Background: an optimization exercise with open tools, aiming at a short achievable clock period and few clock cycles. Do not read the settings as production practice. In this exercise RTL edits were held to simulation tests only and were not proved equivalent to the original. The flow treats the clock pin as an ideal source, which a real chip does not have.

==> inputs of v2 <==
// trading_core
module trading_core #(
    parameter RSI_PERIOD = 14
)(
    input  logic        clk,
    input  logic        rst,
    input  logic [31:0] price_in,
    input  logic        price_valid,
    output logic [1:0]  action,
    output logic        action_valid,
    output logic [15:0] rsi_value
);
    logic [3:0]  cnt;                 
    logic [31:0] p0;                  
    logic [31:0] chg [0:11];          
    logic [31:0] dp, dn;              
    logic [31:0] sg, sl;              
    logic [31:0] kg, kl;              
    logic [28:0] e_pos;               
    logic [28:0] f_neg;               
    logic [28:0] d0;                  
    logic [31:0] p;
    assign p = price_in;
    logic [31:0] c;                   
    logic        first, c_pos, c_neg;
    assign c     = p - p0;
    assign first = (cnt == 4'd0);
    assign c_pos = !first && !c[31] && (p != p0);
    assign c_neg = !first && c[31];
    logic [31:0] a_g, a_l, u_g, u_l;
    assign a_g = sg - dp;             
    assign a_l = sl - dn;             
    assign u_g = kg - dp;             
    assign u_l = kl - dn;             
    logic [31:0] c10;                 
    assign c10 = chg[10];
    logic [31:0] sg_n, sl_n, kg_n, kl_n;
    assign sg_n = c_pos ? p + u_g : a_g;
    assign kg_n = c_pos ? u_g     : a_g - p;
    assign sl_n = c_neg ? u_l - p : a_l;
    assign kl_n = c_neg ? u_l     : a_l + p;
    always_ff @(posedge clk) begin
        if (rst) begin
            cnt <= 4'd0;
            sg  <= 32'd0;
            sl  <= 32'd0;
            dp  <= 32'd0;
            dn  <= 32'd0;
            for (int i = 0; i < 12; i++) chg[i] <= 32'd0;
  ...
Settings: LEC_CHECK=0, CAP_MARGIN=20, CORE_MARGIN=2, CORE_UTILIZATION=25, PLACE_DENSITY=0.45, SLEW_MARGIN=20; clock period 180.0 ns.
standard.sh (not shown) runs the stock make flow with config.mk's settings and CLKGATE_MAP_FILE= SYNTH_SCRIPT=/design/flow/synth_recipe.tcl, a recipe that flattens the netlist after the stock synthesis.
==> flow/flow/run.sh <==
#!/bin/bash
# The standard layout (standard.sh, with its synthesis unchanged) with these
# additions:
# - after the post-placement repair, flow/repair.tcl sizes and buffers gates
#   on the worst paths; after clock tree synthesis flow/repair_cts.tcl does so
#   again.
# - the input and output ports are buffered with buf_4 cells.
# All of make's output goes to flow_make.log.
set -euo pipefail
W=$(pwd)
export FLOW_SETUP_TARGET=${FLOW_SETUP_TARGET:-136}
export FLOW_REPAIR_ITERS=${FLOW_REPAIR_ITERS:-3000}
bash standard.sh POST_RESIZE_TCL=$W/flow/repair.tcl \
  POST_CTS_TCL=$W/flow/repair_cts.tcl \
  "BUFFER_PORTS_ARGS=-buffer_cell sky130_fd_sc_hd__buf_4" finish \
  > $W/flow_make.log 2>&1
==> flow/flow/repair.tcl <==
# Gate sizing and buffering for delay after the standard post-placement
# repair: the design meets the 180 ns clock with a wide margin, so ORFS's own
# repair_timing never runs; this asks it to improve the worst paths.
estimate_parasitics -placement
report_worst_slack -max
repair_timing -setup -setup_margin $::env(FLOW_SETUP_TARGET) -repair_tns 0 \
  -max_iterations $::env(FLOW_REPAIR_ITERS) -skip_pin_swap -verbose
estimate_parasitics -placement
report_worst_slack -max
==> flow/flow/repair_cts.tcl <==
# After clock tree synthesis: size and buffer gates on the worst paths again,
# now with the clock tree in place, then legalise the placement.
estimate_parasitics -placement
report_worst_slack -max
repair_timing -setup -setup_margin $::env(FLOW_SETUP_TARGET) -repair_tns 0 \
  -max_iterations $::env(FLOW_REPAIR_ITERS) -skip_pin_swap -verbose
detailed_placement
check_placement -verbose
estimate_parasitics -placement
report_worst_slack -max
==> v36 (differences from v2) <==
--- a/flow/design.v
+++ b/flow/design.v
@@ -164,53 +164,54 @@
     assign s_mp[33*12 +: 33] = s_mo[1] << 2;
     assign s_mp[33*13 +: 33] = s_mo[6];
     assign s_mp[33*14 +: 33] = s_mo[3] << 1;
     assign s_mp[33*15 +: 33] = s_mo[7];
     logic [15:0]      t2;
     logic [29*16-1:0] r2c;
     trading_cmp u_c2 (.r(r1), .m(mp), .t(t2), .cand(r2c));
     logic        s_valid, s_al0, s_ag0;
-    logic [15:0] s_t2;
+    logic [15:0] s_o2;                
     logic [29*16-1:0] s_r2c;
     logic [3:0]  s_q1;
     logic        holding;
     always_ff @(posedge clk) begin
         if (rst) s_valid <= 1'b0;
         else     s_valid <= price_valid && (cnt == 4'd14);
         s_al0 <= al0;
         s_ag0 <= ag0;
-        s_t2  <= t2;
+        for (int k = 0; k < 15; k++) s_o2[k] <= t2[k] && !t2[k+1];
+        s_o2[15] <= t2[15];
         s_r2c <= r2c;
         s_q1  <= q1;
         for (int i = 0; i < 8; i++) s_mo[i] <= m[2*i+1];
     end
     logic buy, sell;
-    trading_out u_out (.t2(s_t2), .r2c(s_r2c), .mp(s_mp), .q1(s_q1), .al0(s_al0), .ag0(s_ag0),
+    trading_out u_out (.o2(s_o2), .r2c(s_r2c), .mp(s_mp), .q1(s_q1), .al0(s_al0), .ag0(s_ag0),
                        .holding(holding), .buy(buy), .sell(sell), .rsi_value(rsi_value));
     always_ff @(posedge clk) begin
         if (rst)          holding <= 1'b0;
         else if (s_valid) holding <= buy ? 1'b1 : sell ? 1'b0 : holding;
     end
     assign action_valid = s_valid;
     assign action       = {sell, buy};
 endmodule
 module trading_out (
-    input  logic [15:0]      t2,
+    input  logic [15:0]      o2,
     input  logic [29*16-1:0] r2c,
     input  logic [33*16-1:0] mp,
     input  logic [3:0]       q1,
     input  logic             al0, ag0, holding,
     output logic             buy, sell,
     output logic [15:0]      rsi_value
 );
-    logic [15:0] o2, o3;
+    logic [15:0] o3;
     logic [28:0] r2, r3;
     logic [3:0]  q2, q3;
-    trading_pick u_p2 (.t(t2), .cand(r2c), .o(o2), .r(r2), .q(q2));
+    trading_sel  u_s2 (.o(o2), .cand(r2c), .r(r2), .q(q2));
     logic [15:0]      t3;
     logic [29*16-1:0] r3c;
     trading_cmp  u_c3 (.r(r2), .m(mp), .t(t3), .cand(r3c));
     trading_pick u_p3 (.t(t3), .cand(r3c), .o(o3), .r(r3), .q(q3));
     logic [15:0]      t4;
     logic [29*16-1:0] r4c;
     trading_cmp  u_c4 (.r(r3), .m(mp), .t(t4), .cand(r4c));
     logic [25:0] b1, b2;
@@ -323,16 +324,24 @@
     output logic [15:0]      o,
     output logic [28:0]      r,
     output logic [3:0]       q
 );
     always_comb begin
         for (int k = 0; k < 15; k++) o[k] = t[k] && !t[k+1];
         o[15] = t[15];
     end
+    trading_sel u_s (.o(o), .cand(cand), .r(r), .q(q));
+endmodule
+module trading_sel (
+    input  logic [15:0]      o,
+    input  logic [29*16-1:0] cand,
+    output logic [28:0]      r,
+    output logic [3:0]       q
+);
     always_comb begin
         logic [28:0] x;
         logic [3:0]  y;
         x = '0;
         y = '0;
         for (int k = 0; k < 16; k++) begin
             x = x | ({29{o[k]}} & cand[29*k +: 29]);
             y = y | ({4{o[k]}} & 4'(k));
==> flow/flow/run.sh (replaced) <==
#!/bin/bash
# The standard layout (standard.sh) with these changes:
# - synthesis: adders keep Yosys's Brent-Kung carry network (not ORFS's
#   Kogge-Stone) and are not mapped to full-adder cells first; ABC maps for
#   delay with flow/abc.script (flow/synth.tcl is synth_recipe.tcl with that
#   script swapped in).
# - trading_out (the output cycle's logic) is mapped by ABC on its own, so
#   that it is mapped for its own critical path, then flattened like the rest.
# - after the post-placement repair, flow/repair.tcl sizes and buffers gates
#   on the worst paths; after clock tree synthesis flow/repair_cts.tcl does so
#   again.
# - the input and output ports are buffered with buf_4 cells.
# All of make's output goes to flow_make.log.
set -euo pipefail
W=$(pwd)
export FLOW_ABC_SCRIPT=$W/flow/abc.script
export SYNTH_KEEP_MODULES="trading_out"
export FLOW_SETUP_TARGET=${FLOW_SETUP_TARGET:-136}
export FLOW_REPAIR_ITERS=${FLOW_REPAIR_ITERS:-3000}
bash standard.sh SYNTH_SCRIPT=$W/flow/synth.tcl ADDER_MAP_FILE= \
  SYNTH_OPERATIONS_ARGS=-nofsm POST_RESIZE_TCL=$W/flow/repair.tcl \
  POST_CTS_TCL=$W/flow/repair_cts.tcl \
  "BUFFER_PORTS_ARGS=-buffer_cell sky130_fd_sc_hd__buf_4" finish \
  > $W/flow_make.log 2>&1
==> flow/flow/abc.script (new file) <==
strash
dch -f
map -D 1000
buffer -c
upsize -c -D 1000
dnsize -c -D 1000
==> flow/flow/synth.tcl (new file) <==
# The standard flow's synthesis script (synth_recipe.tcl), with ABC run on this flow's own
# mapping script (FLOW_ABC_SCRIPT) instead of ORFS's abc_speed.script.
proc synth {args} { yosys synth -nofsm -noshare {*}$args }
proc abc {args} {
  set i [lsearch -exact $args -script]
  if { $i >= 0 } { lset args [expr { $i + 1 }] $::env(FLOW_ABC_SCRIPT) }
  yosys abc {*}$args
}
source $::env(SCRIPTS_DIR)/synth.tcl
# left out here: clear keep_hierarchy, flatten, clean up, hide names made inside functions, write 1_2_yosys.v
Settings changed: PLACE_DENSITY 0.45 to 0.5.
==> qor summary <==
| metric | v2 | v36 |
|---|---|---|
| Critical Path Fanout Max | 16 | 56 |
| Routed wire length on met2 | 348000 um | 450000 um |
| Syn_area_per_cell | 8.09 um2 | 5.84 um2 |
| Worst Setup End Kind | flop | primary output |
| Placed cell area | 0.177 mm2 | 0.203 mm2 |
| Fraction of area in registers | 15.5% | 13.4% |
| Number of DRC violations after detailed-routing iteration 0 | 13791 | 33620 |
| Final hold slack | 0.461 ns | 0.445 ns |
| Adder-cell area share of the yosys netlist | 24.6% | 0.0577% |
| Wire length on met3 | 46000 um | 131000 um |
| Plain + repair buffers | 744 | 1722 |
| Reg-to-reg setup timing slack | 167.53 ns | 171.07 ns |
| Total via count after detailed routing | 155882 | 234353 |
| Worst Reg2Reg Path Length in Cells | 50 | 38 |
| Number of non-clock inverters in the layout | 1750 | 2670 |
| Number of antenna violations at the first check in global routing | 32 | 59 |
| Placed cell count | 28313 | 39329 |
| Run status | timing/DRC/antenna clean | timing/DRC/antenna clean |
| #MultiIn Comb | 16182 | 24668 |
| Vias per std cell | 5.42 | 5.86 |
| Multi-input combinational area share | 68.2% | 65.1% |
| Number of placement rows | 293 | 305 |
| GRT Resource Usage Total | 22.6% | 29.9% |
Testbench counts of v2, summed over its fixed seeds: cycles 3,312.
Testbench counts of v36, summed over its fixed seeds: cycles 3,312.

static timing again, ports no longer ideal:
The results above use ideal ports. As a check the final layouts listed here were re-extracted and re-timed, cells and wires unchanged.
Step 1 sets driving cells, clkbuf_16 on the clock port and buf_2 on the other inputs (assumed; they add their load-dependent delay and slew).
Step 2 adds t to the input delays and takes it off the output delays; t is the mean of the earliest and latest rising clock arrival at the registers after step 1. Input paths then give back, and output paths get back, about the clock's delay inside the block.
Three values: ideal, step 1, step 2; two values: the first two.
| run | t, ns | setup WS [ns] | worst hold slack (ns) | worst register clock-pin slew, ns | worst slew at a driven data input, ns |
|---|---|---|---|---|---|
| v2 | 0.978 | 132.589 / 132.523 / 131.689 | 0.461 / 0.461 / 0.461 | 0.10 / 0.10 | 0.09 |
| v36 | 1.038 | 134.991 / 134.877 / 135.292 | 0.445 / 0.445 / 0.445 | 0.09 / 0.09 | 0.11 |
After both steps setup and hold are still met in every run listed. For v2, which loses most, drivers alone change the setup slack by -0.066 ns; drivers and shift together by -0.900 ns.
